Background: an optimization exercise with open tools, aiming at small area, a short achievable clock period and few clock cycles per item. Do not read the settings as production practice. No run shown here included a check of the RTL's function; only the layout flow was run.

==> flow/design.v (outline; a module is shown in full before it is edited, if it fits) <==
// module sigmoid_unit: 591 lines
// module pfx_row_h3_11_11: 45 lines
// module pfx_row_h3_12_12: 51 lines
// module pfx_row_h3_13_13: 53 lines
// module pfx_row_h3_14_14: 57 lines
// module pfx_row_bk_15_15: 59 lines
// module pfx_row_bk_16_16: 67 lines
// module pfx_row_bk_17_16: 69 lines
module sigmoid_unit (
    input  wire               clk,
    input  wire               rst,
    input  wire               in_valid,
    input  wire signed [15:0] net_in,
    output wire               out_valid,
    output wire signed [31:0] f_net,
    output wire signed [31:0] x,
    output wire signed [31:0] y,
    output wire signed [31:0] z
);
  // ...
==> flow/flow/run.sh <==
#!/bin/bash
set -euo pipefail
export BUFFER_PORTS_ARGS="-buffer_cell sky130_fd_sc_hd__buf_1"
bash standard.sh > standard.log 2>&1
==> flow/standard.sh <==
#!/bin/bash
# synth_recipe.tcl (not shown) runs the flow's synth.tcl, then flattens the netlist and writes it again
# the make line also repeats each setting of config.mk as NAME=value (left out here)
make -C /OpenROAD-flow-scripts/flow DESIGN_CONFIG=/design/flow/config.mk WORK_HOME=/design/flow/orfs CLKGATE_MAP_FILE= SYNTH_SCRIPT=/design/flow/synth_recipe.tcl "${@:-finish}"
==> flow/config.mk <==
export PLATFORM = sky130hd
export DESIGN_NAME = sigmoid_unit
export DESIGN_NICKNAME = sigmoid_unit
export VERILOG_FILES = /design/flow/design.v
export SDC_FILE = /design/flow/constraint.sdc
export NUM_CORES = 4
export LEC_CHECK = 0
export ABC_AREA = 1
export CAP_MARGIN = 20
export CORE_MARGIN = 2
export CORE_UTILIZATION = 40
export SLEW_MARGIN = 20
==> flow/constraint.sdc <==
create_clock -name core_clock -period 62.0 [get_ports {clk}]
set_input_delay 12.4000 -clock core_clock [delete_from_list [all_inputs] [get_ports {clk}]]
set_output_delay 12.4000 -clock core_clock [all_outputs]
set_load 0.01 [all_outputs]
==> impl_results.md, run 1 <==
- Num CTS Buffers: 9
- Number of cells on the worst reg-to-reg path: 69
- Seq cells: 101
- Starting Density: 40.9%
- Largest net degree at the start of global routing: 48
- Area of the mapped netlist: 11100 sq um
- DRT Pass-1 Iters: 4
- Post-route worst setup slack: 47.39 ns
- Metal-1 WL: 10.4 mm
- R2R Setup Slk: 47.39 ns
- EDFF count, synth: 0
- Sequential share of the synthesized area: 18.2%
- CP top delay family: simple AND/OR/NAND/NOR gates
- Biggest regs: xr (22), d1 (16), net_q (16)
- Routed met2 length: 11.0 mm
- Most common cell after layout, fill and taps aside: nand2_1
- Reg area: 2020 sq um
- Via count: 8616
- WL final: 22.2 mm
- Core ar.: 27100 sq um
- Met1 Track Usage GR: 20.3%
- Status: finished clean
- Synthesized instance count: 1425
- Tightest Pin Transition: 0.766 ns
- Well Taps: 372
- CP arrival: 14.91 ns
- Avg Synthesized Cell Area: 7.79 sq um
- Wire per inst: 12.0 um
- Post-placement cell count: 1836
- Post-synthesis register bit count: 101
- CTS Buffer Depth: 2
- GRT Max-Usage Layer: met2
- Final Util: 43.0%
- Clock-pin slew on the worst setup and hold paths: 0.07 ns
- Post-synthesis compound-gate area fraction: 8.72%
- Worst path depth: 69
- Grt met3 use: 1.85%
- Design area: 11700 sq um
==> module sigmoid_unit, before the edit <==
module sigmoid_unit (
    input  wire               clk,
    input  wire               rst,
    input  wire               in_valid,
    input  wire signed [15:0] net_in,
    output wire               out_valid,
    output wire signed [31:0] f_net,
    output wire signed [31:0] x,
    output wire signed [31:0] y,
    output wire signed [31:0] z
);
reg [15:0] net_q;
reg        v0;
always @(posedge clk) begin
    net_q <= net_in;
    v0    <= in_valid & ~rst;
end
wire        s0 = net_q[15];
wire [15:0] d0 = ((net_q ^ {16{s0}}) + {15'd0, s0} + 16'd1000);
wire [10:0] tk9 = 11'd1953;
wire [10:0] df9;
wire        ge9;
pfx_row_h3_11_11 row9 (.t(tk9), .d(d0[10:0]), .hz(~|d0[15:11]), .ge(ge9), .r(df9));
wire [10:0] tr9 = df9;
wire [11:0] tk8 = {tr9, 1'b0};
wire [11:0] df8;
wire        ge8;
pfx_row_h3_12_12 row8 (.t(tk8), .d(d0[11:0]), .hz(~|d0[15:12]), .ge(ge8), .r(df8));
wire [11:0] tr8 = df8;
wire [12:0] tk7 = {tr8, 1'b0};
wire [12:0] df7;
wire        ge7;
pfx_row_h3_13_13 row7 (.t(tk7), .d(d0[12:0]), .hz(~|d0[15:13]), .ge(ge7), .r(df7));
wire [12:0] tr7 = df7;
wire [13:0] tk6 = {tr7, 1'b0};
wire [13:0] df6;
wire        ge6;
pfx_row_h3_14_14 row6 (.t(tk6), .d(d0[13:0]), .hz(~|d0[15:14]), .ge(ge6), .r(df6));
wire [13:0] tr6 = df6;
reg [15:0] d1;
reg        s1;
reg        v1;
reg [13:0] t1;
reg        q9_1;
reg        q8_1;
reg        q7_1;
reg        q6_1;
always @(posedge clk) begin
    d1 <= d0;
    s1 <= s0;
    v1 <= v0 & ~rst;
    t1 <= tr6;
    q9_1 <= ge9;
    q8_1 <= ge8;
    q7_1 <= ge7;
    q6_1 <= ge6;
end
wire [14:0] tk5 = {t1, 1'b1};
wire [14:0] df5;
wire        ge5;
pfx_row_bk_15_15 row5 (.t(tk5), .d(d1[14:0]), .hz(~|d1[15:15]), .ge(ge5), .r(df5));
wire [14:0] tr5 = df5;
wire [15:0] tk4 = {tr5, 1'b1};
wire [15:0] df4;
wire        ge4;
pfx_row_bk_16_16 row4 (.t(tk4), .d(d1[15:0]), .hz(1'b1), .ge(ge4), .r(df4));
wire [15:0] tr4 = df4;
wire [16:0] tk3 = {tr4, 1'b1};
wire [15:0] df3;
wire        ge3;
pfx_row_bk_17_16 row3 (.t(tk3), .d(d1[15:0]), .hz(1'b1), .ge(ge3), .r(df3));
wire [15:0] tr3 = df3;
wire [16:0] tk2 = {tr3, 1'b1};
wire [15:0] df2;
wire        ge2;
pfx_row_bk_17_16 row2 (.t(tk2), .d(d1[15:0]), .hz(1'b1), .ge(ge2), .r(df2));
wire [15:0] tr2 = df2;
wire [16:0] tk1 = {tr2, 1'b1};
wire [15:0] df1;
wire        ge1;
pfx_row_bk_17_16 row1 (.t(tk1), .d(d1[15:0]), .hz(1'b1), .ge(ge1), .r(df1));
wire [15:0] tr1 = df1;
wire [16:0] tk0 = {tr1, 1'b1};
wire [15:0] df0;
wire        ge0;
pfx_row_bk_17_16 row0 (.t(tk0), .d(d1[15:0]), .hz(1'b1), .ge(ge0), .r(df0));
wire [8:0]  qh = {q9_1, q8_1, q7_1, q6_1, ge5, ge4, ge3, ge2, ge1};
wire        q0 = ge0;
wire [8:0] v;
wire [9:0] v_p, v_g;
assign v_g[0] = 1'b0; assign v_p[0] = 1'b0;
assign v_p[1] = (~qh[0]) ^ (1'b0); assign v_g[1] = (~qh[0]) & (1'b0);
assign v_p[2] = (~qh[1]) ^ (1'b0); assign v_g[2] = (~qh[1]) & (1'b0);
assign v_p[3] = (~qh[2]) ^ (1'b1); assign v_g[3] = (~qh[2]) & (1'b1);
assign v_p[4] = (~qh[3]) ^ (1'b0); assign v_g[4] = (~qh[3]) & (1'b0);
assign v_p[5] = (~qh[4]) ^ (1'b1); assign v_g[5] = (~qh[4]) & (1'b1);
assign v_p[6] = (~qh[5]) ^ (1'b1); assign v_g[6] = (~qh[5]) & (1'b1);
assign v_p[7] = (~qh[6]) ^ (1'b1); assign v_g[7] = (~qh[6]) & (1'b1);
assign v_p[8] = (~qh[7]) ^ (1'b1); assign v_g[8] = (~qh[7]) & (1'b1);
assign v_p[9] = (~qh[8]) ^ (1'b1); assign v_g[9] = (~qh[8]) & (1'b1);
wire v_g0_1 = v_g[1] | (v_p[1] & v_g[0]);
wire v_p0_1 = v_p[1] & v_p[0];
wire v_g0_3 = v_g[3] | (v_p[3] & v_g[2]);
wire v_p0_3 = v_p[3] & v_p[2];
wire v_g0_5 = v_g[5] | (v_p[5] & v_g[4]);
wire v_p0_5 = v_p[5] & v_p[4];
wire v_g0_7 = v_g[7] | (v_p[7] & v_g[6]);
wire v_p0_7 = v_p[7] & v_p[6];
wire v_g0_9 = v_g[9] | (v_p[9] & v_g[8]);
wire v_p0_9 = v_p[9] & v_p[8];
wire v_g1_2 = v_g[2] | (v_p[2] & v_g0_1);
wire v_p1_2 = v_p[2] & v_p0_1;
wire v_g1_3 = v_g0_3 | (v_p0_3 & v_g0_1);
wire v_p1_3 = v_p0_3 & v_p0_1;
wire v_g1_6 = v_g[6] | (v_p[6] & v_g0_5);
wire v_p1_6 = v_p[6] & v_p0_5;
wire v_g1_7 = v_g0_7 | (v_p0_7 & v_g0_5);
wire v_p1_7 = v_p0_7 & v_p0_5;
wire v_g2_4 = v_g[4] | (v_p[4] & v_g1_3);
wire v_p2_4 = v_p[4] & v_p1_3;
wire v_g2_5 = v_g0_5 | (v_p0_5 & v_g1_3);
wire v_p2_5 = v_p0_5 & v_p1_3;
wire v_g2_6 = v_g1_6 | (v_p1_6 & v_g1_3);
wire v_p2_6 = v_p1_6 & v_p1_3;
wire v_g2_7 = v_g1_7 | (v_p1_7 & v_g1_3);
wire v_p2_7 = v_p1_7 & v_p1_3;
wire v_g3_8 = v_g[8] | (v_p[8] & v_g2_7);
wire v_p3_8 = v_p[8] & v_p2_7;
wire v_g3_9 = v_g0_9 | (v_p0_9 & v_g2_7);
wire v_p3_9 = v_p0_9 & v_p2_7;
assign v[0] = v_p[1] ^ v_g[0];
assign v[1] = v_p[2] ^ v_g0_1;
assign v[2] = v_p[3] ^ v_g1_2;
assign v[3] = v_p[4] ^ v_g1_3;
assign v[4] = v_p[5] ^ v_g2_4;
assign v[5] = v_p[6] ^ v_g2_5;
assign v[6] = v_p[7] ^ v_g2_6;
assign v[7] = v_p[8] ^ v_g2_7;
assign v[8] = v_p[9] ^ v_g3_8;
wire [9:0] nv;
wire [10:0] nv_p, nv_g;
assign nv_g[0] = 1'b0; assign nv_p[0] = 1'b0;
assign nv_p[1] = (qh[0]) ^ (1'b1); assign nv_g[1] = (qh[0]) & (1'b1);
assign nv_p[2] = (qh[1]) ^ (1'b0); assign nv_g[2] = (qh[1]) & (1'b0);
assign nv_p[3] = (qh[2]) ^ (1'b1); assign nv_g[3] = (qh[2]) & (1'b1);
assign nv_p[4] = (qh[3]) ^ (1'b1); assign nv_g[4] = (qh[3]) & (1'b1);
assign nv_p[5] = (qh[4]) ^ (1'b0); assign nv_g[5] = (qh[4]) & (1'b0);
assign nv_p[6] = (qh[5]) ^ (1'b0); assign nv_g[6] = (qh[5]) & (1'b0);
assign nv_p[7] = (qh[6]) ^ (1'b0); assign nv_g[7] = (qh[6]) & (1'b0);
assign nv_p[8] = (qh[7]) ^ (1'b0); assign nv_g[8] = (qh[7]) & (1'b0);
assign nv_p[9] = (qh[8]) ^ (1'b0); assign nv_g[9] = (qh[8]) & (1'b0);
assign nv_p[10] = (1'b0) ^ (1'b1); assign nv_g[10] = (1'b0) & (1'b1);
wire nv_g0_1 = nv_g[1] | (nv_p[1] & nv_g[0]);
wire nv_p0_1 = nv_p[1] & nv_p[0];
wire nv_g0_3 = nv_g[3] | (nv_p[3] & nv_g[2]);
wire nv_p0_3 = nv_p[3] & nv_p[2];
wire nv_g0_5 = nv_g[5] | (nv_p[5] & nv_g[4]);
wire nv_p0_5 = nv_p[5] & nv_p[4];
wire nv_g0_7 = nv_g[7] | (nv_p[7] & nv_g[6]);
wire nv_p0_7 = nv_p[7] & nv_p[6];
wire nv_g0_9 = nv_g[9] | (nv_p[9] & nv_g[8]);
wire nv_p0_9 = nv_p[9] & nv_p[8];
wire nv_g1_2 = nv_g[2] | (nv_p[2] & nv_g0_1);
wire nv_p1_2 = nv_p[2] & nv_p0_1;
wire nv_g1_3 = nv_g0_3 | (nv_p0_3 & nv_g0_1);
wire nv_p1_3 = nv_p0_3 & nv_p0_1;
wire nv_g1_6 = nv_g[6] | (nv_p[6] & nv_g0_5);
wire nv_p1_6 = nv_p[6] & nv_p0_5;
wire nv_g1_7 = nv_g0_7 | (nv_p0_7 & nv_g0_5);
wire nv_p1_7 = nv_p0_7 & nv_p0_5;
wire nv_g1_10 = nv_g[10] | (nv_p[10] & nv_g0_9);
wire nv_p1_10 = nv_p[10] & nv_p0_9;
wire nv_g2_4 = nv_g[4] | (nv_p[4] & nv_g1_3);
wire nv_p2_4 = nv_p[4] & nv_p1_3;
wire nv_g2_5 = nv_g0_5 | (nv_p0_5 & nv_g1_3);
wire nv_p2_5 = nv_p0_5 & nv_p1_3;
wire nv_g2_6 = nv_g1_6 | (nv_p1_6 & nv_g1_3);
wire nv_p2_6 = nv_p1_6 & nv_p1_3;
wire nv_g2_7 = nv_g1_7 | (nv_p1_7 & nv_g1_3);
wire nv_p2_7 = nv_p1_7 & nv_p1_3;
wire nv_g3_8 = nv_g[8] | (nv_p[8] & nv_g2_7);
wire nv_p3_8 = nv_p[8] & nv_p2_7;
wire nv_g3_9 = nv_g0_9 | (nv_p0_9 & nv_g2_7);
wire nv_p3_9 = nv_p0_9 & nv_p2_7;
wire nv_g3_10 = nv_g1_10 | (nv_p1_10 & nv_g2_7);
wire nv_p3_10 = nv_p1_10 & nv_p2_7;
assign nv[0] = nv_p[1] ^ nv_g[0];
assign nv[1] = nv_p[2] ^ nv_g0_1;
assign nv[2] = nv_p[3] ^ nv_g1_2;
assign nv[3] = nv_p[4] ^ nv_g1_3;
assign nv[4] = nv_p[5] ^ nv_g2_4;
assign nv[5] = nv_p[6] ^ nv_g2_5;
assign nv[6] = nv_p[7] ^ nv_g2_6;
assign nv[7] = nv_p[8] ^ nv_g2_7;
assign nv[8] = nv_p[9] ^ nv_g3_8;
assign nv[9] = nv_p[10] ^ nv_g3_9;
wire [9:0] zp;
wire [10:0] zp_p, zp_g;
assign zp_g[0] = 1'b0; assign zp_p[0] = 1'b0;
assign zp_p[1] = (~qh[0]) ^ (1'b0); assign zp_g[1] = (~qh[0]) & (1'b0);
assign zp_p[2] = (~qh[1]) ^ (1'b0); assign zp_g[2] = (~qh[1]) & (1'b0);
assign zp_p[3] = (~qh[2]) ^ (1'b0); assign zp_g[3] = (~qh[2]) & (1'b0);
assign zp_p[4] = (~qh[3]) ^ (1'b1); assign zp_g[4] = (~qh[3]) & (1'b1);
assign zp_p[5] = (~qh[4]) ^ (1'b0); assign zp_g[5] = (~qh[4]) & (1'b0);
assign zp_p[6] = (~qh[5]) ^ (1'b1); assign zp_g[6] = (~qh[5]) & (1'b1);
assign zp_p[7] = (~qh[6]) ^ (1'b1); assign zp_g[7] = (~qh[6]) & (1'b1);
assign zp_p[8] = (~qh[7]) ^ (1'b1); assign zp_g[8] = (~qh[7]) & (1'b1);
assign zp_p[9] = (~qh[8]) ^ (1'b1); assign zp_g[9] = (~qh[8]) & (1'b1);
assign zp_p[10] = (1'b1) ^ (1'b1); assign zp_g[10] = (1'b1) & (1'b1);
wire zp_g0_1 = zp_g[1] | (zp_p[1] & zp_g[0]);
wire zp_p0_1 = zp_p[1] & zp_p[0];
wire zp_g0_3 = zp_g[3] | (zp_p[3] & zp_g[2]);
wire zp_p0_3 = zp_p[3] & zp_p[2];
wire zp_g0_5 = zp_g[5] | (zp_p[5] & zp_g[4]);
wire zp_p0_5 = zp_p[5] & zp_p[4];
wire zp_g0_7 = zp_g[7] | (zp_p[7] & zp_g[6]);
wire zp_p0_7 = zp_p[7] & zp_p[6];
wire zp_g0_9 = zp_g[9] | (zp_p[9] & zp_g[8]);
wire zp_p0_9 = zp_p[9] & zp_p[8];
wire zp_g1_2 = zp_g[2] | (zp_p[2] & zp_g0_1);
wire zp_p1_2 = zp_p[2] & zp_p0_1;
wire zp_g1_3 = zp_g0_3 | (zp_p0_3 & zp_g0_1);
wire zp_p1_3 = zp_p0_3 & zp_p0_1;
wire zp_g1_6 = zp_g[6] | (zp_p[6] & zp_g0_5);
wire zp_p1_6 = zp_p[6] & zp_p0_5;
wire zp_g1_7 = zp_g0_7 | (zp_p0_7 & zp_g0_5);
wire zp_p1_7 = zp_p0_7 & zp_p0_5;
wire zp_g1_10 = zp_g[10] | (zp_p[10] & zp_g0_9);
wire zp_p1_10 = zp_p[10] & zp_p0_9;
wire zp_g2_4 = zp_g[4] | (zp_p[4] & zp_g1_3);
wire zp_p2_4 = zp_p[4] & zp_p1_3;
wire zp_g2_5 = zp_g0_5 | (zp_p0_5 & zp_g1_3);
wire zp_p2_5 = zp_p0_5 & zp_p1_3;
wire zp_g2_6 = zp_g1_6 | (zp_p1_6 & zp_g1_3);
wire zp_p2_6 = zp_p1_6 & zp_p1_3;
wire zp_g2_7 = zp_g1_7 | (zp_p1_7 & zp_g1_3);
wire zp_p2_7 = zp_p1_7 & zp_p1_3;
wire zp_g3_8 = zp_g[8] | (zp_p[8] & zp_g2_7);
wire zp_p3_8 = zp_p[8] & zp_p2_7;
wire zp_g3_9 = zp_g0_9 | (zp_p0_9 & zp_g2_7);
wire zp_p3_9 = zp_p0_9 & zp_p2_7;
wire zp_g3_10 = zp_g1_10 | (zp_p1_10 & zp_g2_7);
wire zp_p3_10 = zp_p1_10 & zp_p2_7;
assign zp[0] = zp_p[1] ^ zp_g[0];
assign zp[1] = zp_p[2] ^ zp_g0_1;
assign zp[2] = zp_p[3] ^ zp_g1_2;
assign zp[3] = zp_p[4] ^ zp_g1_3;
assign zp[4] = zp_p[5] ^ zp_g2_4;
assign zp[5] = zp_p[6] ^ zp_g2_5;
assign zp[6] = zp_p[7] ^ zp_g2_6;
assign zp[7] = zp_p[8] ^ zp_g2_7;
assign zp[8] = zp_p[9] ^ zp_g3_8;
assign zp[9] = zp_p[10] ^ zp_g3_9;
wire [9:0] qh1;
wire [10:0] qh1_p, qh1_g;
assign qh1_g[0] = 1'b1; assign qh1_p[0] = 1'b0;
assign qh1_p[1] = (qh[0]) ^ (1'b0); assign qh1_g[1] = (qh[0]) & (1'b0);
assign qh1_p[2] = (qh[1]) ^ (1'b0); assign qh1_g[2] = (qh[1]) & (1'b0);
assign qh1_p[3] = (qh[2]) ^ (1'b0); assign qh1_g[3] = (qh[2]) & (1'b0);
assign qh1_p[4] = (qh[3]) ^ (1'b0); assign qh1_g[4] = (qh[3]) & (1'b0);
assign qh1_p[5] = (qh[4]) ^ (1'b0); assign qh1_g[5] = (qh[4]) & (1'b0);
assign qh1_p[6] = (qh[5]) ^ (1'b0); assign qh1_g[6] = (qh[5]) & (1'b0);
assign qh1_p[7] = (qh[6]) ^ (1'b0); assign qh1_g[7] = (qh[6]) & (1'b0);
assign qh1_p[8] = (qh[7]) ^ (1'b0); assign qh1_g[8] = (qh[7]) & (1'b0);
assign qh1_p[9] = (qh[8]) ^ (1'b0); assign qh1_g[9] = (qh[8]) & (1'b0);
assign qh1_p[10] = (1'b0) ^ (1'b0); assign qh1_g[10] = (1'b0) & (1'b0);
wire qh1_g0_1 = qh1_g[1] | (qh1_p[1] & qh1_g[0]);
wire qh1_p0_1 = qh1_p[1] & qh1_p[0];
wire qh1_g0_3 = qh1_g[3] | (qh1_p[3] & qh1_g[2]);
wire qh1_p0_3 = qh1_p[3] & qh1_p[2];
wire qh1_g0_5 = qh1_g[5] | (qh1_p[5] & qh1_g[4]);
wire qh1_p0_5 = qh1_p[5] & qh1_p[4];
wire qh1_g0_7 = qh1_g[7] | (qh1_p[7] & qh1_g[6]);
wire qh1_p0_7 = qh1_p[7] & qh1_p[6];
wire qh1_g0_9 = qh1_g[9] | (qh1_p[9] & qh1_g[8]);
wire qh1_p0_9 = qh1_p[9] & qh1_p[8];
wire qh1_g1_2 = qh1_g[2] | (qh1_p[2] & qh1_g0_1);
wire qh1_p1_2 = qh1_p[2] & qh1_p0_1;
wire qh1_g1_3 = qh1_g0_3 | (qh1_p0_3 & qh1_g0_1);
wire qh1_p1_3 = qh1_p0_3 & qh1_p0_1;
wire qh1_g1_6 = qh1_g[6] | (qh1_p[6] & qh1_g0_5);
wire qh1_p1_6 = qh1_p[6] & qh1_p0_5;
wire qh1_g1_7 = qh1_g0_7 | (qh1_p0_7 & qh1_g0_5);
wire qh1_p1_7 = qh1_p0_7 & qh1_p0_5;
wire qh1_g1_10 = qh1_g[10] | (qh1_p[10] & qh1_g0_9);
wire qh1_p1_10 = qh1_p[10] & qh1_p0_9;
wire qh1_g2_4 = qh1_g[4] | (qh1_p[4] & qh1_g1_3);
wire qh1_p2_4 = qh1_p[4] & qh1_p1_3;
wire qh1_g2_5 = qh1_g0_5 | (qh1_p0_5 & qh1_g1_3);
wire qh1_p2_5 = qh1_p0_5 & qh1_p1_3;
wire qh1_g2_6 = qh1_g1_6 | (qh1_p1_6 & qh1_g1_3);
wire qh1_p2_6 = qh1_p1_6 & qh1_p1_3;
wire qh1_g2_7 = qh1_g1_7 | (qh1_p1_7 & qh1_g1_3);
wire qh1_p2_7 = qh1_p1_7 & qh1_p1_3;
wire qh1_g3_8 = qh1_g[8] | (qh1_p[8] & qh1_g2_7);
wire qh1_p3_8 = qh1_p[8] & qh1_p2_7;
wire qh1_g3_9 = qh1_g0_9 | (qh1_p0_9 & qh1_g2_7);
wire qh1_p3_9 = qh1_p0_9 & qh1_p2_7;
wire qh1_g3_10 = qh1_g1_10 | (qh1_p1_10 & qh1_g2_7);
wire qh1_p3_10 = qh1_p1_10 & qh1_p2_7;
assign qh1[0] = qh1_p[1] ^ qh1_g[0];
assign qh1[1] = qh1_p[2] ^ qh1_g0_1;
assign qh1[2] = qh1_p[3] ^ qh1_g1_2;
assign qh1[3] = qh1_p[4] ^ qh1_g1_3;
assign qh1[4] = qh1_p[5] ^ qh1_g2_4;
assign qh1[5] = qh1_p[6] ^ qh1_g2_5;
assign qh1[6] = qh1_p[7] ^ qh1_g2_6;
assign qh1[7] = qh1_p[8] ^ qh1_g2_7;
assign qh1[8] = qh1_p[9] ^ qh1_g3_8;
assign qh1[9] = qh1_p[10] ^ qh1_g3_9;
wire [9:0]  yv  = s1 ? (q0 ? {nv[8:0], 1'b0} : {~v, 1'b1}) : {v, ~q0};
wire [9:0]  zv  = s1 ? (q0 ? qh1 : {1'b0, qh}) : zp;
wire        yneg0 = s1 & (d1 >= 16'd1002);
wire        yneg1 = s1 & (d1 != 16'd1001);
wire        yneg2 = s1 & ((|d1[15:10]) | (d1[9:0] >= 10'd1002));
wire        yneg3 = s1 & (d1[15:1] != 15'd500);
wire [15:0] nn;
wire [16:0] nn_p, nn_g;
assign nn_g[0] = 1'b0; assign nn_p[0] = 1'b0;
assign nn_p[1] = (d1[0] ^ s1) ^ (s1); assign nn_g[1] = (d1[0] ^ s1) & (s1);
assign nn_p[2] = (d1[1] ^ s1) ^ (1'b0); assign nn_g[2] = (d1[1] ^ s1) & (1'b0);
assign nn_p[3] = (d1[2] ^ s1) ^ (1'b0); assign nn_g[3] = (d1[2] ^ s1) & (1'b0);
assign nn_p[4] = (d1[3] ^ s1) ^ (1'b1); assign nn_g[4] = (d1[3] ^ s1) & (1'b1);
assign nn_p[5] = (d1[4] ^ s1) ^ (~s1); assign nn_g[5] = (d1[4] ^ s1) & (~s1);
assign nn_p[6] = (d1[5] ^ s1) ^ (s1); assign nn_g[6] = (d1[5] ^ s1) & (s1);
assign nn_p[7] = (d1[6] ^ s1) ^ (s1); assign nn_g[7] = (d1[6] ^ s1) & (s1);
assign nn_p[8] = (d1[7] ^ s1) ^ (s1); assign nn_g[8] = (d1[7] ^ s1) & (s1);
assign nn_p[9] = (d1[8] ^ s1) ^ (s1); assign nn_g[9] = (d1[8] ^ s1) & (s1);
assign nn_p[10] = (d1[9] ^ s1) ^ (s1); assign nn_g[10] = (d1[9] ^ s1) & (s1);
assign nn_p[11] = (d1[10] ^ s1) ^ (~s1); assign nn_g[11] = (d1[10] ^ s1) & (~s1);
assign nn_p[12] = (d1[11] ^ s1) ^ (~s1); assign nn_g[12] = (d1[11] ^ s1) & (~s1);
assign nn_p[13] = (d1[12] ^ s1) ^ (~s1); assign nn_g[13] = (d1[12] ^ s1) & (~s1);
assign nn_p[14] = (d1[13] ^ s1) ^ (~s1); assign nn_g[14] = (d1[13] ^ s1) & (~s1);
assign nn_p[15] = (d1[14] ^ s1) ^ (~s1); assign nn_g[15] = (d1[14] ^ s1) & (~s1);
assign nn_p[16] = (d1[15] ^ s1) ^ (~s1); assign nn_g[16] = (d1[15] ^ s1) & (~s1);
wire nn_g0_1 = nn_g[1] | (nn_p[1] & nn_g[0]);
wire nn_p0_1 = nn_p[1] & nn_p[0];
wire nn_g1_2 = nn_g[2] | (nn_p[2] & nn_g0_1);
wire nn_p1_2 = nn_p[2] & nn_p0_1;
wire nn_g2_3 = nn_g[3] | (nn_p[3] & nn_g1_2);
wire nn_p2_3 = nn_p[3] & nn_p1_2;
wire nn_g3_4 = nn_g[4] | (nn_p[4] & nn_g2_3);
wire nn_p3_4 = nn_p[4] & nn_p2_3;
wire nn_g4_5 = nn_g[5] | (nn_p[5] & nn_g3_4);
wire nn_p4_5 = nn_p[5] & nn_p3_4;
wire nn_g5_6 = nn_g[6] | (nn_p[6] & nn_g4_5);
wire nn_p5_6 = nn_p[6] & nn_p4_5;
wire nn_g6_7 = nn_g[7] | (nn_p[7] & nn_g5_6);
wire nn_p6_7 = nn_p[7] & nn_p5_6;
wire nn_g7_8 = nn_g[8] | (nn_p[8] & nn_g6_7);
wire nn_p7_8 = nn_p[8] & nn_p6_7;
wire nn_g8_9 = nn_g[9] | (nn_p[9] & nn_g7_8);
wire nn_p8_9 = nn_p[9] & nn_p7_8;
wire nn_g9_10 = nn_g[10] | (nn_p[10] & nn_g8_9);
wire nn_p9_10 = nn_p[10] & nn_p8_9;
wire nn_g10_11 = nn_g[11] | (nn_p[11] & nn_g9_10);
wire nn_p10_11 = nn_p[11] & nn_p9_10;
wire nn_g11_12 = nn_g[12] | (nn_p[12] & nn_g10_11);
wire nn_p11_12 = nn_p[12] & nn_p10_11;
wire nn_g12_13 = nn_g[13] | (nn_p[13] & nn_g11_12);
wire nn_p12_13 = nn_p[13] & nn_p11_12;
wire nn_g13_14 = nn_g[14] | (nn_p[14] & nn_g12_13);
wire nn_p13_14 = nn_p[14] & nn_p12_13;
wire nn_g14_15 = nn_g[15] | (nn_p[15] & nn_g13_14);
wire nn_p14_15 = nn_p[15] & nn_p13_14;
wire nn_g15_16 = nn_g[16] | (nn_p[16] & nn_g14_15);
wire nn_p15_16 = nn_p[16] & nn_p14_15;
assign nn[0] = nn_p[1] ^ nn_g[0];
assign nn[1] = nn_p[2] ^ nn_g0_1;
assign nn[2] = nn_p[3] ^ nn_g1_2;
assign nn[3] = nn_p[4] ^ nn_g2_3;
assign nn[4] = nn_p[5] ^ nn_g3_4;
assign nn[5] = nn_p[6] ^ nn_g4_5;
assign nn[6] = nn_p[7] ^ nn_g5_6;
assign nn[7] = nn_p[8] ^ nn_g6_7;
assign nn[8] = nn_p[9] ^ nn_g7_8;
assign nn[9] = nn_p[10] ^ nn_g8_9;
assign nn[10] = nn_p[11] ^ nn_g9_10;
assign nn[11] = nn_p[12] ^ nn_g10_11;
assign nn[12] = nn_p[13] ^ nn_g11_12;
assign nn[13] = nn_p[14] ^ nn_g12_13;
assign nn[14] = nn_p[15] ^ nn_g13_14;
assign nn[15] = nn_p[16] ^ nn_g14_15;
wire [21:0] n22  = {{6{s1}}, nn};
wire [21:0] x1;
wire [22:0] x1_p, x1_g;
assign x1_g[0] = 1'b0; assign x1_p[0] = 1'b0;
assign x1_p[1] = (n22[0]) ^ (1'b0); assign x1_g[1] = (n22[0]) & (1'b0);
assign x1_p[2] = (n22[1]) ^ (1'b0); assign x1_g[2] = (n22[1]) & (1'b0);
assign x1_p[3] = (n22[2]) ^ (1'b0); assign x1_g[3] = (n22[2]) & (1'b0);
assign x1_p[4] = (n22[3]) ^ (1'b0); assign x1_g[4] = (n22[3]) & (1'b0);
assign x1_p[5] = (n22[4]) ^ (1'b0); assign x1_g[5] = (n22[4]) & (1'b0);
assign x1_p[6] = (n22[5]) ^ (1'b0); assign x1_g[6] = (n22[5]) & (1'b0);
assign x1_p[7] = (n22[6]) ^ (1'b0); assign x1_g[7] = (n22[6]) & (1'b0);
assign x1_p[8] = (n22[7]) ^ (n22[0]); assign x1_g[8] = (n22[7]) & (n22[0]);
assign x1_p[9] = (n22[8]) ^ (n22[1]); assign x1_g[9] = (n22[8]) & (n22[1]);
assign x1_p[10] = (n22[9]) ^ (n22[2]); assign x1_g[10] = (n22[9]) & (n22[2]);
assign x1_p[11] = (n22[10]) ^ (n22[3]); assign x1_g[11] = (n22[10]) & (n22[3]);
assign x1_p[12] = (n22[11]) ^ (n22[4]); assign x1_g[12] = (n22[11]) & (n22[4]);
assign x1_p[13] = (n22[12]) ^ (n22[5]); assign x1_g[13] = (n22[12]) & (n22[5]);
assign x1_p[14] = (n22[13]) ^ (n22[6]); assign x1_g[14] = (n22[13]) & (n22[6]);
assign x1_p[15] = (n22[14]) ^ (n22[7]); assign x1_g[15] = (n22[14]) & (n22[7]);
assign x1_p[16] = (n22[15]) ^ (n22[8]); assign x1_g[16] = (n22[15]) & (n22[8]);
assign x1_p[17] = (n22[16]) ^ (n22[9]); assign x1_g[17] = (n22[16]) & (n22[9]);
assign x1_p[18] = (n22[17]) ^ (n22[10]); assign x1_g[18] = (n22[17]) & (n22[10]);
assign x1_p[19] = (n22[18]) ^ (n22[11]); assign x1_g[19] = (n22[18]) & (n22[11]);
assign x1_p[20] = (n22[19]) ^ (n22[12]); assign x1_g[20] = (n22[19]) & (n22[12]);
assign x1_p[21] = (n22[20]) ^ (n22[13]); assign x1_g[21] = (n22[20]) & (n22[13]);
assign x1_p[22] = (n22[21]) ^ (n22[14]); assign x1_g[22] = (n22[21]) & (n22[14]);
wire x1_g0_1 = x1_g[1] | (x1_p[1] & x1_g[0]);
wire x1_p0_1 = x1_p[1] & x1_p[0];
wire x1_g1_2 = x1_g[2] | (x1_p[2] & x1_g0_1);
wire x1_p1_2 = x1_p[2] & x1_p0_1;
wire x1_g2_3 = x1_g[3] | (x1_p[3] & x1_g1_2);
wire x1_p2_3 = x1_p[3] & x1_p1_2;
wire x1_g3_4 = x1_g[4] | (x1_p[4] & x1_g2_3);
wire x1_p3_4 = x1_p[4] & x1_p2_3;
wire x1_g4_5 = x1_g[5] | (x1_p[5] & x1_g3_4);
wire x1_p4_5 = x1_p[5] & x1_p3_4;
wire x1_g5_6 = x1_g[6] | (x1_p[6] & x1_g4_5);
wire x1_p5_6 = x1_p[6] & x1_p4_5;
wire x1_g6_7 = x1_g[7] | (x1_p[7] & x1_g5_6);
wire x1_p6_7 = x1_p[7] & x1_p5_6;
wire x1_g7_8 = x1_g[8] | (x1_p[8] & x1_g6_7);
wire x1_p7_8 = x1_p[8] & x1_p6_7;
wire x1_g8_9 = x1_g[9] | (x1_p[9] & x1_g7_8);
wire x1_p8_9 = x1_p[9] & x1_p7_8;
wire x1_g9_10 = x1_g[10] | (x1_p[10] & x1_g8_9);
wire x1_p9_10 = x1_p[10] & x1_p8_9;
wire x1_g10_11 = x1_g[11] | (x1_p[11] & x1_g9_10);
wire x1_p10_11 = x1_p[11] & x1_p9_10;
wire x1_g11_12 = x1_g[12] | (x1_p[12] & x1_g10_11);
wire x1_p11_12 = x1_p[12] & x1_p10_11;
wire x1_g12_13 = x1_g[13] | (x1_p[13] & x1_g11_12);
wire x1_p12_13 = x1_p[13] & x1_p11_12;
wire x1_g13_14 = x1_g[14] | (x1_p[14] & x1_g12_13);
wire x1_p13_14 = x1_p[14] & x1_p12_13;
wire x1_g14_15 = x1_g[15] | (x1_p[15] & x1_g13_14);
wire x1_p14_15 = x1_p[15] & x1_p13_14;
wire x1_g15_16 = x1_g[16] | (x1_p[16] & x1_g14_15);
wire x1_p15_16 = x1_p[16] & x1_p14_15;
wire x1_g16_17 = x1_g[17] | (x1_p[17] & x1_g15_16);
wire x1_p16_17 = x1_p[17] & x1_p15_16;
wire x1_g17_18 = x1_g[18] | (x1_p[18] & x1_g16_17);
wire x1_p17_18 = x1_p[18] & x1_p16_17;
wire x1_g18_19 = x1_g[19] | (x1_p[19] & x1_g17_18);
wire x1_p18_19 = x1_p[19] & x1_p17_18;
wire x1_g19_20 = x1_g[20] | (x1_p[20] & x1_g18_19);
wire x1_p19_20 = x1_p[20] & x1_p18_19;
wire x1_g20_21 = x1_g[21] | (x1_p[21] & x1_g19_20);
wire x1_p20_21 = x1_p[21] & x1_p19_20;
wire x1_g21_22 = x1_g[22] | (x1_p[22] & x1_g20_21);
wire x1_p21_22 = x1_p[22] & x1_p20_21;
assign x1[0] = x1_p[1] ^ x1_g[0];
assign x1[1] = x1_p[2] ^ x1_g0_1;
assign x1[2] = x1_p[3] ^ x1_g1_2;
assign x1[3] = x1_p[4] ^ x1_g2_3;
assign x1[4] = x1_p[5] ^ x1_g3_4;
assign x1[5] = x1_p[6] ^ x1_g4_5;
assign x1[6] = x1_p[7] ^ x1_g5_6;
assign x1[7] = x1_p[8] ^ x1_g6_7;
assign x1[8] = x1_p[9] ^ x1_g7_8;
assign x1[9] = x1_p[10] ^ x1_g8_9;
assign x1[10] = x1_p[11] ^ x1_g9_10;
assign x1[11] = x1_p[12] ^ x1_g10_11;
assign x1[12] = x1_p[13] ^ x1_g11_12;
assign x1[13] = x1_p[14] ^ x1_g12_13;
assign x1[14] = x1_p[15] ^ x1_g13_14;
assign x1[15] = x1_p[16] ^ x1_g14_15;
assign x1[16] = x1_p[17] ^ x1_g15_16;
assign x1[17] = x1_p[18] ^ x1_g16_17;
assign x1[18] = x1_p[19] ^ x1_g17_18;
assign x1[19] = x1_p[20] ^ x1_g18_19;
assign x1[20] = x1_p[21] ^ x1_g19_20;
assign x1[21] = x1_p[22] ^ x1_g20_21;
wire [21:0] xx;
wire [22:0] xx_p, xx_g;
assign xx_g[0] = 1'b1; assign xx_p[0] = 1'b0;
assign xx_p[1] = (x1[0]) ^ (1'b1); assign xx_g[1] = (x1[0]) & (1'b1);
assign xx_p[2] = (x1[1]) ^ (1'b1); assign xx_g[2] = (x1[1]) & (1'b1);
assign xx_p[3] = (x1[2]) ^ (~n22[0]); assign xx_g[3] = (x1[2]) & (~n22[0]);
assign xx_p[4] = (x1[3]) ^ (~n22[1]); assign xx_g[4] = (x1[3]) & (~n22[1]);
assign xx_p[5] = (x1[4]) ^ (~n22[2]); assign xx_g[5] = (x1[4]) & (~n22[2]);
assign xx_p[6] = (x1[5]) ^ (~n22[3]); assign xx_g[6] = (x1[5]) & (~n22[3]);
assign xx_p[7] = (x1[6]) ^ (~n22[4]); assign xx_g[7] = (x1[6]) & (~n22[4]);
assign xx_p[8] = (x1[7]) ^ (~n22[5]); assign xx_g[8] = (x1[7]) & (~n22[5]);
assign xx_p[9] = (x1[8]) ^ (~n22[6]); assign xx_g[9] = (x1[8]) & (~n22[6]);
assign xx_p[10] = (x1[9]) ^ (~n22[7]); assign xx_g[10] = (x1[9]) & (~n22[7]);
assign xx_p[11] = (x1[10]) ^ (~n22[8]); assign xx_g[11] = (x1[10]) & (~n22[8]);
assign xx_p[12] = (x1[11]) ^ (~n22[9]); assign xx_g[12] = (x1[11]) & (~n22[9]);
assign xx_p[13] = (x1[12]) ^ (~n22[10]); assign xx_g[13] = (x1[12]) & (~n22[10]);
assign xx_p[14] = (x1[13]) ^ (~n22[11]); assign xx_g[14] = (x1[13]) & (~n22[11]);
assign xx_p[15] = (x1[14]) ^ (~n22[12]); assign xx_g[15] = (x1[14]) & (~n22[12]);
assign xx_p[16] = (x1[15]) ^ (~n22[13]); assign xx_g[16] = (x1[15]) & (~n22[13]);
assign xx_p[17] = (x1[16]) ^ (~n22[14]); assign xx_g[17] = (x1[16]) & (~n22[14]);
assign xx_p[18] = (x1[17]) ^ (~n22[15]); assign xx_g[18] = (x1[17]) & (~n22[15]);
assign xx_p[19] = (x1[18]) ^ (~n22[16]); assign xx_g[19] = (x1[18]) & (~n22[16]);
assign xx_p[20] = (x1[19]) ^ (~n22[17]); assign xx_g[20] = (x1[19]) & (~n22[17]);
assign xx_p[21] = (x1[20]) ^ (~n22[18]); assign xx_g[21] = (x1[20]) & (~n22[18]);
assign xx_p[22] = (x1[21]) ^ (~n22[19]); assign xx_g[22] = (x1[21]) & (~n22[19]);
wire xx_g0_1 = xx_g[1] | (xx_p[1] & xx_g[0]);
wire xx_p0_1 = xx_p[1] & xx_p[0];
wire xx_g1_2 = xx_g[2] | (xx_p[2] & xx_g0_1);
wire xx_p1_2 = xx_p[2] & xx_p0_1;
wire xx_g2_3 = xx_g[3] | (xx_p[3] & xx_g1_2);
wire xx_p2_3 = xx_p[3] & xx_p1_2;
wire xx_g3_4 = xx_g[4] | (xx_p[4] & xx_g2_3);
wire xx_p3_4 = xx_p[4] & xx_p2_3;
wire xx_g4_5 = xx_g[5] | (xx_p[5] & xx_g3_4);
wire xx_p4_5 = xx_p[5] & xx_p3_4;
wire xx_g5_6 = xx_g[6] | (xx_p[6] & xx_g4_5);
wire xx_p5_6 = xx_p[6] & xx_p4_5;
wire xx_g6_7 = xx_g[7] | (xx_p[7] & xx_g5_6);
wire xx_p6_7 = xx_p[7] & xx_p5_6;
wire xx_g7_8 = xx_g[8] | (xx_p[8] & xx_g6_7);
wire xx_p7_8 = xx_p[8] & xx_p6_7;
wire xx_g8_9 = xx_g[9] | (xx_p[9] & xx_g7_8);
wire xx_p8_9 = xx_p[9] & xx_p7_8;
wire xx_g9_10 = xx_g[10] | (xx_p[10] & xx_g8_9);
wire xx_p9_10 = xx_p[10] & xx_p8_9;
wire xx_g10_11 = xx_g[11] | (xx_p[11] & xx_g9_10);
wire xx_p10_11 = xx_p[11] & xx_p9_10;
wire xx_g11_12 = xx_g[12] | (xx_p[12] & xx_g10_11);
wire xx_p11_12 = xx_p[12] & xx_p10_11;
wire xx_g12_13 = xx_g[13] | (xx_p[13] & xx_g11_12);
wire xx_p12_13 = xx_p[13] & xx_p11_12;
wire xx_g13_14 = xx_g[14] | (xx_p[14] & xx_g12_13);
wire xx_p13_14 = xx_p[14] & xx_p12_13;
wire xx_g14_15 = xx_g[15] | (xx_p[15] & xx_g13_14);
wire xx_p14_15 = xx_p[15] & xx_p13_14;
wire xx_g15_16 = xx_g[16] | (xx_p[16] & xx_g14_15);
wire xx_p15_16 = xx_p[16] & xx_p14_15;
wire xx_g16_17 = xx_g[17] | (xx_p[17] & xx_g15_16);
wire xx_p16_17 = xx_p[17] & xx_p15_16;
wire xx_g17_18 = xx_g[18] | (xx_p[18] & xx_g16_17);
wire xx_p17_18 = xx_p[18] & xx_p16_17;
wire xx_g18_19 = xx_g[19] | (xx_p[19] & xx_g17_18);
wire xx_p18_19 = xx_p[19] & xx_p17_18;
wire xx_g19_20 = xx_g[20] | (xx_p[20] & xx_g18_19);
wire xx_p19_20 = xx_p[20] & xx_p18_19;
wire xx_g20_21 = xx_g[21] | (xx_p[21] & xx_g19_20);
wire xx_p20_21 = xx_p[21] & xx_p19_20;
wire xx_g21_22 = xx_g[22] | (xx_p[22] & xx_g20_21);
wire xx_p21_22 = xx_p[22] & xx_p20_21;
assign xx[0] = xx_p[1] ^ xx_g[0];
assign xx[1] = xx_p[2] ^ xx_g0_1;
assign xx[2] = xx_p[3] ^ xx_g1_2;
assign xx[3] = xx_p[4] ^ xx_g2_3;
assign xx[4] = xx_p[5] ^ xx_g3_4;
assign xx[5] = xx_p[6] ^ xx_g4_5;
assign xx[6] = xx_p[7] ^ xx_g5_6;
assign xx[7] = xx_p[8] ^ xx_g6_7;
assign xx[8] = xx_p[9] ^ xx_g7_8;
assign xx[9] = xx_p[10] ^ xx_g8_9;
assign xx[10] = xx_p[11] ^ xx_g9_10;
assign xx[11] = xx_p[12] ^ xx_g10_11;
assign xx[12] = xx_p[13] ^ xx_g11_12;
assign xx[13] = xx_p[14] ^ xx_g12_13;
assign xx[14] = xx_p[15] ^ xx_g13_14;
assign xx[15] = xx_p[16] ^ xx_g14_15;
assign xx[16] = xx_p[17] ^ xx_g15_16;
assign xx[17] = xx_p[18] ^ xx_g16_17;
assign xx[18] = xx_p[19] ^ xx_g17_18;
assign xx[19] = xx_p[20] ^ xx_g18_19;
assign xx[20] = xx_p[21] ^ xx_g19_20;
assign xx[21] = xx_p[22] ^ xx_g20_21;
reg        vo;
reg [2:0] xs;
reg [3:0] ys;
reg [21:0] xr;
reg [9:0]  yr;
reg [9:0]  zr;
always @(posedge clk) begin
    vo <= v1 & ~rst;
    xs[0] <= s1;
    xs[1] <= s1 & (d1 != 16'd1000);
    xs[2] <= nn[15];
    ys[0] <= yneg0;
    ys[1] <= yneg1;
    ys[2] <= yneg2;
    ys[3] <= yneg3;
    xr <= xx;
    yr <= yv;
    zr <= zv;
end
assign out_valid = vo;
assign x     = {xs[0], xs[0], xs[0], xs[1], xs[1], xs[2], xs[2], xr, 3'b000};
assign y     = {ys[0], ys[0], ys[0], ys[0], ys[0], ys[0], ys[1], ys[1], ys[1], ys[1], ys[1], ys[2], ys[2], ys[2], ys[2], ys[2], ys[2], ys[3], ys[3], ys[3], ys[3], ys[3], yr};
assign z     = {21'd0, zr, yr[0]};
assign f_net = {22'd0, zr};
endmodule
==> run 2: changes to the inputs <==
--- a/flow/design.v
+++ b/flow/design.v
@@ -37,4 +37,9 @@
 wire        ge6;
-pfx_row_h3_14_14 row6 (.t(tk6), .d(d0[13:0]), .hz(~|d0[15:14]), .ge(ge6), .r(df6));
+pfx_row_h4_14_14 row6 (.t(tk6), .d(d0[13:0]), .hz(~|d0[15:14]), .ge(ge6), .r(df6));
 wire [13:0] tr6 = df6;
+wire [14:0] tk5 = {tr6, 1'b1};
+wire [14:0] df5;
+wire        ge5;
+pfx_row_h4_15_15 row5 (.t(tk5), .d(d0[14:0]), .hz(~|d0[15:15]), .ge(ge5), .r(df5));
+wire [14:0] tr5 = df5;
 reg [15:0] d1;
@@ -42,3 +47,3 @@
 reg        v1;
-reg [13:0] t1;
+reg [14:0] t1;
 reg        q9_1;
@@ -47,2 +52,3 @@
 reg        q6_1;
+reg        q5_1;
 always @(posedge clk) begin
@@ -51,3 +57,3 @@
     v1 <= v0 & ~rst;
-    t1 <= tr6;
+    t1 <= tr5;
     q9_1 <= ge9;
@@ -56,9 +62,5 @@
     q6_1 <= ge6;
+    q5_1 <= ge5;
 end
-wire [14:0] tk5 = {t1, 1'b1};
-wire [14:0] df5;
-wire        ge5;
-pfx_row_bk_15_15 row5 (.t(tk5), .d(d1[14:0]), .hz(~|d1[15:15]), .ge(ge5), .r(df5));
-wire [14:0] tr5 = df5;
-wire [15:0] tk4 = {tr5, 1'b1};
+wire [15:0] tk4 = {t1, 1'b1};
 wire [15:0] df4;
@@ -80,3 +82,3 @@
 wire        ge1;
-pfx_row_bk_17_16 row1 (.t(tk1), .d(d1[15:0]), .hz(1'b1), .ge(ge1), .r(df1));
+pfx_row_h4_17_16 row1 (.t(tk1), .d(d1[15:0]), .hz(1'b1), .ge(ge1), .r(df1));
 wire [15:0] tr1 = df1;
@@ -85,4 +87,4 @@
 wire        ge0;
-pfx_row_bk_17_16 row0 (.t(tk0), .d(d1[15:0]), .hz(1'b1), .ge(ge0), .r(df0));
-wire [8:0]  qh = {q9_1, q8_1, q7_1, q6_1, ge5, ge4, ge3, ge2, ge1};
+pfx_row_h4_17_16 row0 (.t(tk0), .d(d1[15:0]), .hz(1'b1), .ge(ge0), .r(df0));
+wire [8:0]  qh = {q9_1, q8_1, q7_1, q6_1, q5_1, ge4, ge3, ge2, ge1};
 wire        q0 = ge0;
@@ -740,3 +742,3 @@
 endmodule
-module pfx_row_h3_14_14 (
+module pfx_row_h4_14_14 (
     input  wire [13:0] t,
@@ -752,8 +754,6 @@
 wire p0_1 = p[1] & p[0];
-wire g0_4 = g[4] | (p[4] & g[3]);
-wire p0_4 = p[4] & p[3];
-wire g0_7 = g[7] | (p[7] & g[6]);
-wire p0_7 = p[7] & p[6];
-wire g0_10 = g[10] | (p[10] & g[9]);
-wire p0_10 = p[10] & p[9];
+wire g0_5 = g[5] | (p[5] & g[4]);
+wire p0_5 = p[5] & p[4];
+wire g0_9 = g[9] | (p[9] & g[8]);
+wire p0_9 = p[9] & p[8];
 wire g0_13 = g[13] | (p[13] & g[12]);
@@ -762,34 +762,34 @@
 wire p1_2 = p[2] & p0_1;
-wire g1_5 = g[5] | (p[5] & g0_4);
-wire p1_5 = p[5] & p0_4;
-wire g1_8 = g[8] | (p[8] & g0_7);
-wire p1_8 = p[8] & p0_7;
-wire g1_11 = g[11] | (p[11] & g0_10);
-wire p1_11 = p[11] & p0_10;
-wire g2_5 = g1_5 | (p1_5 & g1_2);
-wire p2_5 = p1_5 & p1_2;
-wire g2_11 = g1_11 | (p1_11 & g1_8);
-wire p2_11 = p1_11 & p1_8;
-wire g3_8 = g1_8 | (p1_8 & g2_5);
-wire p3_8 = p1_8 & p2_5;
-wire g3_11 = g2_11 | (p2_11 & g2_5);
-wire p3_11 = p2_11 & p2_5;
-wire g4_3 = g[3] | (p[3] & g1_2);
-wire p4_3 = p[3] & p1_2;
-wire g4_4 = g0_4 | (p0_4 & g1_2);
-wire p4_4 = p0_4 & p1_2;
-wire g4_6 = g[6] | (p[6] & g2_5);
-wire p4_6 = p[6] & p2_5;
-wire g4_7 = g0_7 | (p0_7 & g2_5);
-wire p4_7 = p0_7 & p2_5;
-wire g4_9 = g[9] | (p[9] & g3_8);
-wire p4_9 = p[9] & p3_8;
-wire g4_10 = g0_10 | (p0_10 & g3_8);
-wire p4_10 = p0_10 & p3_8;
-wire g4_12 = g[12] | (p[12] & g3_11);
-wire p4_12 = p[12] & p3_11;
-wire g4_13 = g0_13 | (p0_13 & g3_11);
-wire p4_13 = p0_13 & p3_11;
-wire [13:0] bi = {g4_12, g3_11, g4_10, g4_9, g3_8, g4_7, g4_6, g2_5, g4_4, g4_3, g1_2, g0_1, g[0], 1'b0};
-assign ge = hz & ~g4_13;
+wire g1_6 = g[6] | (p[6] & g0_5);
+wire p1_6 = p[6] & p0_5;
+wire g1_10 = g[10] | (p[10] & g0_9);
+wire p1_10 = p[10] & p0_9;
+wire g2_3 = g[3] | (p[3] & g1_2);
+wire p2_3 = p[3] & p1_2;
+wire g2_7 = g[7] | (p[7] & g1_6);
+wire p2_7 = p[7] & p1_6;
+wire g2_11 = g[11] | (p[11] & g1_10);
+wire p2_11 = p[11] & p1_10;
+wire g3_7 = g2_7 | (p2_7 & g2_3);
+wire p3_7 = p2_7 & p2_3;
+wire g4_11 = g2_11 | (p2_11 & g3_7);
+wire p4_11 = p2_11 & p3_7;
+wire g5_4 = g[4] | (p[4] & g2_3);
+wire p5_4 = p[4] & p2_3;
+wire g5_5 = g0_5 | (p0_5 & g2_3);
+wire p5_5 = p0_5 & p2_3;
+wire g5_6 = g1_6 | (p1_6 & g2_3);
+wire p5_6 = p1_6 & p2_3;
+wire g5_8 = g[8] | (p[8] & g3_7);
+wire p5_8 = p[8] & p3_7;
+wire g5_9 = g0_9 | (p0_9 & g3_7);
+wire p5_9 = p0_9 & p3_7;
+wire g5_10 = g1_10 | (p1_10 & g3_7);
+wire p5_10 = p1_10 & p3_7;
+wire g5_12 = g[12] | (p[12] & g4_11);
+wire p5_12 = p[12] & p4_11;
+wire g5_13 = g0_13 | (p0_13 & g4_11);
+wire p5_13 = p0_13 & p4_11;
+wire [13:0] bi = {g5_12, g4_11, g5_10, g5_9, g5_8, g3_7, g5_6, g5_5, g5_4, g2_3, g1_2, g0_1, g[0], 1'b0};
+assign ge = hz & ~g5_13;
 wire [13:0] df = t ^ dd ^ bi;
@@ -797,3 +797,3 @@
 endmodule
-module pfx_row_bk_15_15 (
+module pfx_row_h4_15_15 (
     input  wire [14:0] t,
@@ -809,45 +809,45 @@
 wire p0_1 = p[1] & p[0];
-wire g0_3 = g[3] | (p[3] & g[2]);
-wire p0_3 = p[3] & p[2];
 wire g0_5 = g[5] | (p[5] & g[4]);
 wire p0_5 = p[5] & p[4];
-wire g0_7 = g[7] | (p[7] & g[6]);
-wire p0_7 = p[7] & p[6];
 wire g0_9 = g[9] | (p[9] & g[8]);
 wire p0_9 = p[9] & p[8];
-wire g0_11 = g[11] | (p[11] & g[10]);
-wire p0_11 = p[11] & p[10];
 wire g0_13 = g[13] | (p[13] & g[12]);
 wire p0_13 = p[13] & p[12];
-wire g1_3 = g0_3 | (p0_3 & g0_1);
-wire p1_3 = p0_3 & p0_1;
-wire g1_7 = g0_7 | (p0_7 & g0_5);
-wire p1_7 = p0_7 & p0_5;
-wire g1_11 = g0_11 | (p0_11 & g0_9);
-wire p1_11 = p0_11 & p0_9;
-wire g2_7 = g1_7 | (p1_7 & g1_3);
-wire p2_7 = p1_7 & p1_3;
-wire g3_11 = g1_11 | (p1_11 & g2_7);
-wire p3_11 = p1_11 & p2_7;
-wire g4_5 = g0_5 | (p0_5 & g1_3);
-wire p4_5 = p0_5 & p1_3;
-wire g4_9 = g0_9 | (p0_9 & g2_7);
-wire p4_9 = p0_9 & p2_7;
-wire g4_13 = g0_13 | (p0_13 & g3_11);
-wire p4_13 = p0_13 & p3_11;
-wire g5_2 = g[2] | (p[2] & g0_1);
-wire p5_2 = p[2] & p0_1;
-wire g5_4 = g[4] | (p[4] & g1_3);
-wire p5_4 = p[4] & p1_3;
-wire g5_6 = g[6] | (p[6] & g4_5);
-wire p5_6 = p[6] & p4_5;
-wire g5_8 = g[8] | (p[8] & g2_7);
-wire p5_8 = p[8] & p2_7;
-wire g5_10 = g[10] | (p[10] & g4_9);
-wire p5_10 = p[10] & p4_9;
-wire g5_12 = g[12] | (p[12] & g3_11);
-wire p5_12 = p[12] & p3_11;
-wire g5_14 = g[14] | (p[14] & g4_13);
-wire p5_14 = p[14] & p4_13;
-wire [14:0] bi = {g4_13, g5_12, g3_11, g5_10, g4_9, g5_8, g2_7, g5_6, g4_5, g5_4, g1_3, g5_2, g0_1, g[0], 1'b0};
+wire g1_2 = g[2] | (p[2] & g0_1);
+wire p1_2 = p[2] & p0_1;
+wire g1_6 = g[6] | (p[6] & g0_5);
+wire p1_6 = p[6] & p0_5;
+wire g1_10 = g[10] | (p[10] & g0_9);
+wire p1_10 = p[10] & p0_9;
+wire g1_14 = g[14] | (p[14] & g0_13);
+wire p1_14 = p[14] & p0_13;
+wire g2_3 = g[3] | (p[3] & g1_2);
+wire p2_3 = p[3] & p1_2;
+wire g2_7 = g[7] | (p[7] & g1_6);
+wire p2_7 = p[7] & p1_6;
+wire g2_11 = g[11] | (p[11] & g1_10);
+wire p2_11 = p[11] & p1_10;
+wire g3_7 = g2_7 | (p2_7 & g2_3);
+wire p3_7 = p2_7 & p2_3;
+wire g4_11 = g2_11 | (p2_11 & g3_7);
+wire p4_11 = p2_11 & p3_7;
+wire g5_4 = g[4] | (p[4] & g2_3);
+wire p5_4 = p[4] & p2_3;
+wire g5_5 = g0_5 | (p0_5 & g2_3);
+wire p5_5 = p0_5 & p2_3;
+wire g5_6 = g1_6 | (p1_6 & g2_3);
+wire p5_6 = p1_6 & p2_3;
+wire g5_8 = g[8] | (p[8] & g3_7);
+wire p5_8 = p[8] & p3_7;
+wire g5_9 = g0_9 | (p0_9 & g3_7);
+wire p5_9 = p0_9 & p3_7;
+wire g5_10 = g1_10 | (p1_10 & g3_7);
+wire p5_10 = p1_10 & p3_7;
+wire g5_12 = g[12] | (p[12] & g4_11);
+wire p5_12 = p[12] & p4_11;
+wire g5_13 = g0_13 | (p0_13 & g4_11);
+wire p5_13 = p0_13 & p4_11;
+wire g5_14 = g1_14 | (p1_14 & g4_11);
+wire p5_14 = p1_14 & p4_11;
+wire [14:0] bi = {g5_13, g5_12, g4_11, g5_10, g5_9, g5_8, g3_7, g5_6, g5_5, g5_4, g2_3, g1_2, g0_1, g[0], 1'b0};
 assign ge = hz & ~g5_14;
@@ -990,2 +990,69 @@
 wire [16:0] df = t ^ dd ^ bi;
+assign r  = ge ? df[15:0] : t[15:0];
+endmodule
+module pfx_row_h4_17_16 (
+    input  wire [16:0] t,
+    input  wire [15:0] d,
+    input  wire        hz,
+    output wire        ge,
+    output wire [15:0] r
+);
+wire [16:0] dd = {1'd0, d};
+wire [16:0] p = ~(t ^ dd);    
+wire [16:0] g = ~t & dd;      
+wire g0_1 = g[1] | (p[1] & g[0]);
+wire p0_1 = p[1] & p[0];
+wire g0_5 = g[5] | (p[5] & g[4]);
+wire p0_5 = p[5] & p[4];
+wire g0_9 = g[9] | (p[9] & g[8]);
+wire p0_9 = p[9] & p[8];
+wire g0_13 = g[13] | (p[13] & g[12]);
+wire p0_13 = p[13] & p[12];
+wire g1_2 = g[2] | (p[2] & g0_1);
+wire p1_2 = p[2] & p0_1;
+wire g1_6 = g[6] | (p[6] & g0_5);
+wire p1_6 = p[6] & p0_5;
+wire g1_10 = g[10] | (p[10] & g0_9);
+wire p1_10 = p[10] & p0_9;
+wire g1_14 = g[14] | (p[14] & g0_13);
+wire p1_14 = p[14] & p0_13;
+wire g2_3 = g[3] | (p[3] & g1_2);
+wire p2_3 = p[3] & p1_2;
+wire g2_7 = g[7] | (p[7] & g1_6);
+wire p2_7 = p[7] & p1_6;
+wire g2_11 = g[11] | (p[11] & g1_10);
+wire p2_11 = p[11] & p1_10;
+wire g2_15 = g[15] | (p[15] & g1_14);
+wire p2_15 = p[15] & p1_14;
+wire g3_7 = g2_7 | (p2_7 & g2_3);
+wire p3_7 = p2_7 & p2_3;
+wire g3_15 = g2_15 | (p2_15 & g2_11);
+wire p3_15 = p2_15 & p2_11;
+wire g4_11 = g2_11 | (p2_11 & g3_7);
+wire p4_11 = p2_11 & p3_7;
+wire g4_15 = g3_15 | (p3_15 & g3_7);
+wire p4_15 = p3_15 & p3_7;
+wire g5_4 = g[4] | (p[4] & g2_3);
+wire p5_4 = p[4] & p2_3;
+wire g5_5 = g0_5 | (p0_5 & g2_3);
+wire p5_5 = p0_5 & p2_3;
+wire g5_6 = g1_6 | (p1_6 & g2_3);
+wire p5_6 = p1_6 & p2_3;
+wire g5_8 = g[8] | (p[8] & g3_7);
+wire p5_8 = p[8] & p3_7;
+wire g5_9 = g0_9 | (p0_9 & g3_7);
+wire p5_9 = p0_9 & p3_7;
+wire g5_10 = g1_10 | (p1_10 & g3_7);
+wire p5_10 = p1_10 & p3_7;
+wire g5_12 = g[12] | (p[12] & g4_11);
+wire p5_12 = p[12] & p4_11;
+wire g5_13 = g0_13 | (p0_13 & g4_11);
+wire p5_13 = p0_13 & p4_11;
+wire g5_14 = g1_14 | (p1_14 & g4_11);
+wire p5_14 = p1_14 & p4_11;
+wire g5_16 = g[16] | (p[16] & g4_15);
+wire p5_16 = p[16] & p4_15;
+wire [16:0] bi = {g4_15, g5_14, g5_13, g5_12, g4_11, g5_10, g5_9, g5_8, g3_7, g5_6, g5_5, g5_4, g2_3, g1_2, g0_1, g[0], 1'b0};
+assign ge = hz & ~g5_16;
+wire [16:0] df = t ^ dd ^ bi;
 assign r  = ge ? df[15:0] : t[15:0];
==> run 2 against run 1 <==
Compared with the run above: sequential cell count grew 2; sequential share of layout area hardly changed; core utilization fell by 0.28 points; first-iteration DRC count is 3.3% lower; via count is 3.7% higher; fmax down 1.3%; critical path depth rose by 5; setup slack worse by 0.20 ns; highest routed layer unchanged; cell area increased by 1.8%; register-to-register slack got worse by 0.20 ns; die area increased by 1.6%.
==> impl_results.md, run 2 <==
- Status: finished clean
- Commonest cells in the netlist: nand2_1, inv_1, ha_1, dfxtp_1, o21ai_0
- YS warnings: 1
- Clk_skew: 0.0117 ns
- Clock Latency Late Sink: 0.36 ns
- First-pass GRT wire length: 40.7 mm
- WS Path Type: flip-flop to flip-flop
- Critical path's largest stage delay: 0.88 ns
- CP arrival: 15.05 ns (+0.14 ns)
- CP top delay family: simple AND/OR/NAND/NOR gates
- Bufs and invs on worst path: 13
- Avg Synthesized Cell Area: 7.57 sq um (-2.8%)
- Filler Cell Count: 2899
- Most frequent cells in the layout: nand2_1, inv_1, ha_1, dfxtp_1, buf_1
- Slew HR: 41.0%
- Main synth FF type: dfxtp_1
- Starting Density: 40.6% (-0.37 points)
- Dpl cell area: 11500 sq um
- CTS tree: built
- Via/cell ratio: 4.66
- Gpl congestion: 0.849
- Gr ovfl total: 0
- Kind of start point of the critical path: flip-flop
- # hold bufs at CTS: 0
- # setup viols final: 0
- Fin crit share: 23.9%
- Design area: 11900 sq um (+1.8%)
- Synthesized instance count: 1490 (+4.6%)
- CP Max Fanout: 23
- Fraction of layout cells with a size suffix above 1: 4.67%
- CTS H-tree depth: 3
- Synth area leaders: dfxtp_1, ha_1, fa_1
- Synth top area share: 18.3%
- Hpwl dp: 20.2 mm
- Sink Count: 103
- Yosys top cell by area: dfxtp_1
- Num CTS Buffers: 9 (unchanged)
- Gr usage total: 17.1%
- Max Fclk: 0.0675 GHz
- Number of global-route vias before repair: 8669
- Post-synthesis async set-or-reset flop share: 0%
- Sequential share of the synthesized area: 18.3% (+0.070 points)
- Area of the mapped netlist: 11300 sq um (+1.6%)
- Worst hold slack: 0.409 ns
- Post-synthesis register bit count: 103 (+2.0%)
- Min-delay worst type: flip-flop to flip-flop
- Ant diodes: 0
- Setup TNS: 0 ns
- Die area: 29500 sq um
- RSZ-0062 raised after global routing: false
- Count leader, synth: nand2_1
- Final Hold Fails: 0
- # Max-Cap Violations: 0
- EDFF count, synth: 0 (unchanged)
- Biggest regs: xr (22), d1 (16), net_q (16)
- IO buf count: 101
- DRT Pass-1 Iters: 5 (+1)
- Top reg by flops: xr
- Post-CTS Setup Bufs: 0
- # DRC: 0
- WL final: 24.0 mm (+8.2%)
- Via count: 8933 (+3.7%)
- Wire per inst: 12.5 um (+4.4%)
- Crit path required time: 62.24 ns
- Area delta synth->final: 5.28%
- Die H: 172 um
- Antenna violations before repair: 0
- Post-CTS Resized: 0
- Most common cell after layout, fill and taps aside: nand2_1
- Die width: 172 um
- Rows: 61
- Synth cell types: 50
- CP dominant cell by count: nand2_1
- Max reg flops: 22
- CTS Buffer Depth: 2 (unchanged)
- Total Nets Final: 1768
- Post-route minimum period: 14.81 ns
- Slowest-stage cell, CP: dfxtp_1
- Fin. max-slew vios: 0
- ANT nets after route: 0
- Core ar.: 27800 sq um (+2.5%)
- Largest net degree at the start of global routing: 42 (-13%)
- Clock-pin slew on the worst setup and hold paths: 0.08 ns (about the same)
- Top Ports: 148
- Iteration-0 DRC Markers: 318
- CP endpoint kind: flip-flop
- Root Driver: clkbuf_16
- Tightest Pin Transition: 0.883 ns (+0.117 ns)
## run 2: routing by layer
layer  up-vias  GRT usage (%)  share of wire (%)
met2       132           31.6                 51
li1       4690              -                  -
met1      4084           20.2                 45
met4         0           5.33                2.1
met3        27           2.43                2.4
met5         -              0                  0
## run 2: tightest hold or removal path: stages, from the launching register on
cell     delay, ns
dfxtp_1       0.30
inv_1         0.04
nor2_1        0.03
## run 2: kinds of logic after synthesis
| group | synth area share, % |
|---|---|
| XOR/XNOR | 7.76 |
| other | 0.0333 |
| AO/OA/AOI/OAI | 8.89 |
| buffers and inverters | 14.1 |
| multiplexers | 0.178 |
| adder cells (fa/ha/maj) | 28.8 |
| AND/OR/NAND/NOR | 21.9 |
| flip-flops | 18.3 |
## run 2: through the flow
step / utilization [%] / instances / setup WS (ns)
6_report: 42.7 / 1919 / 47.19
5_1_grt: 42.7 / 1919 / 45.77
4_1_cts: 42.7 / 1919 / 47.04
3_5_place_dp: 41.5 / 1903 / 47.08
3_3_place_gp: 41.5 / 1903 / 47.18
2_1_floorplan: - / 1535 / 49.03
## run 2: worst paths after layout
check / to / from / depth (start not counted) / slack (ns)
max reg2reg: t1[13] / net_q[15] / 74 / 47.19
min reg2reg: v1 / v0 / 2 / 0.41
min: v1 / v0 / 2 / 0.41
max: t1[13] / net_q[15] / 74 / 47.19
## run 2: area by class of cell
class	instances	area [sq um]	area share (%)
clock buffer	11	243	2.05
inverter	216	811	6.83
sequential	103	2060	17.4
multi-input combinational	1102	7790	65.6
tap	378	473	3.98
timing repair buffer	104	402	3.38
clock inverter	5	87.6	0.738

[re-timing with driven ports]
The results above use ideal ports. As a check the final layouts listed here were re-extracted and re-timed, cells and wires unchanged. Step 1 (the two cells are an assumption about what drives the block):
set clk [get_ports {clk}]
set_driving_cell -lib_cell sky130_fd_sc_hd__clkbuf_16 $clk
set_driving_cell -lib_cell sky130_fd_sc_hd__buf_2 [delete_from_list [all_inputs] $clk]
Step 2 also shifts input and output timing later by t, the mid clock arrival at the registers, as if the neighbouring blocks saw the same clock. Three values: ideal, step 1, step 2; two values: the first two.
| run | shift t [ns] | slack for setup (ns) | worst setup path after step 2 |
|---|---|---|---|
| run 1 | 0.396 | 47.392 / 47.392 / 47.392 | register to register |
| run 2 | 0.403 | 47.194 / 47.194 / 47.194 | register to register |
After both steps setup and hold are still met in every run listed.
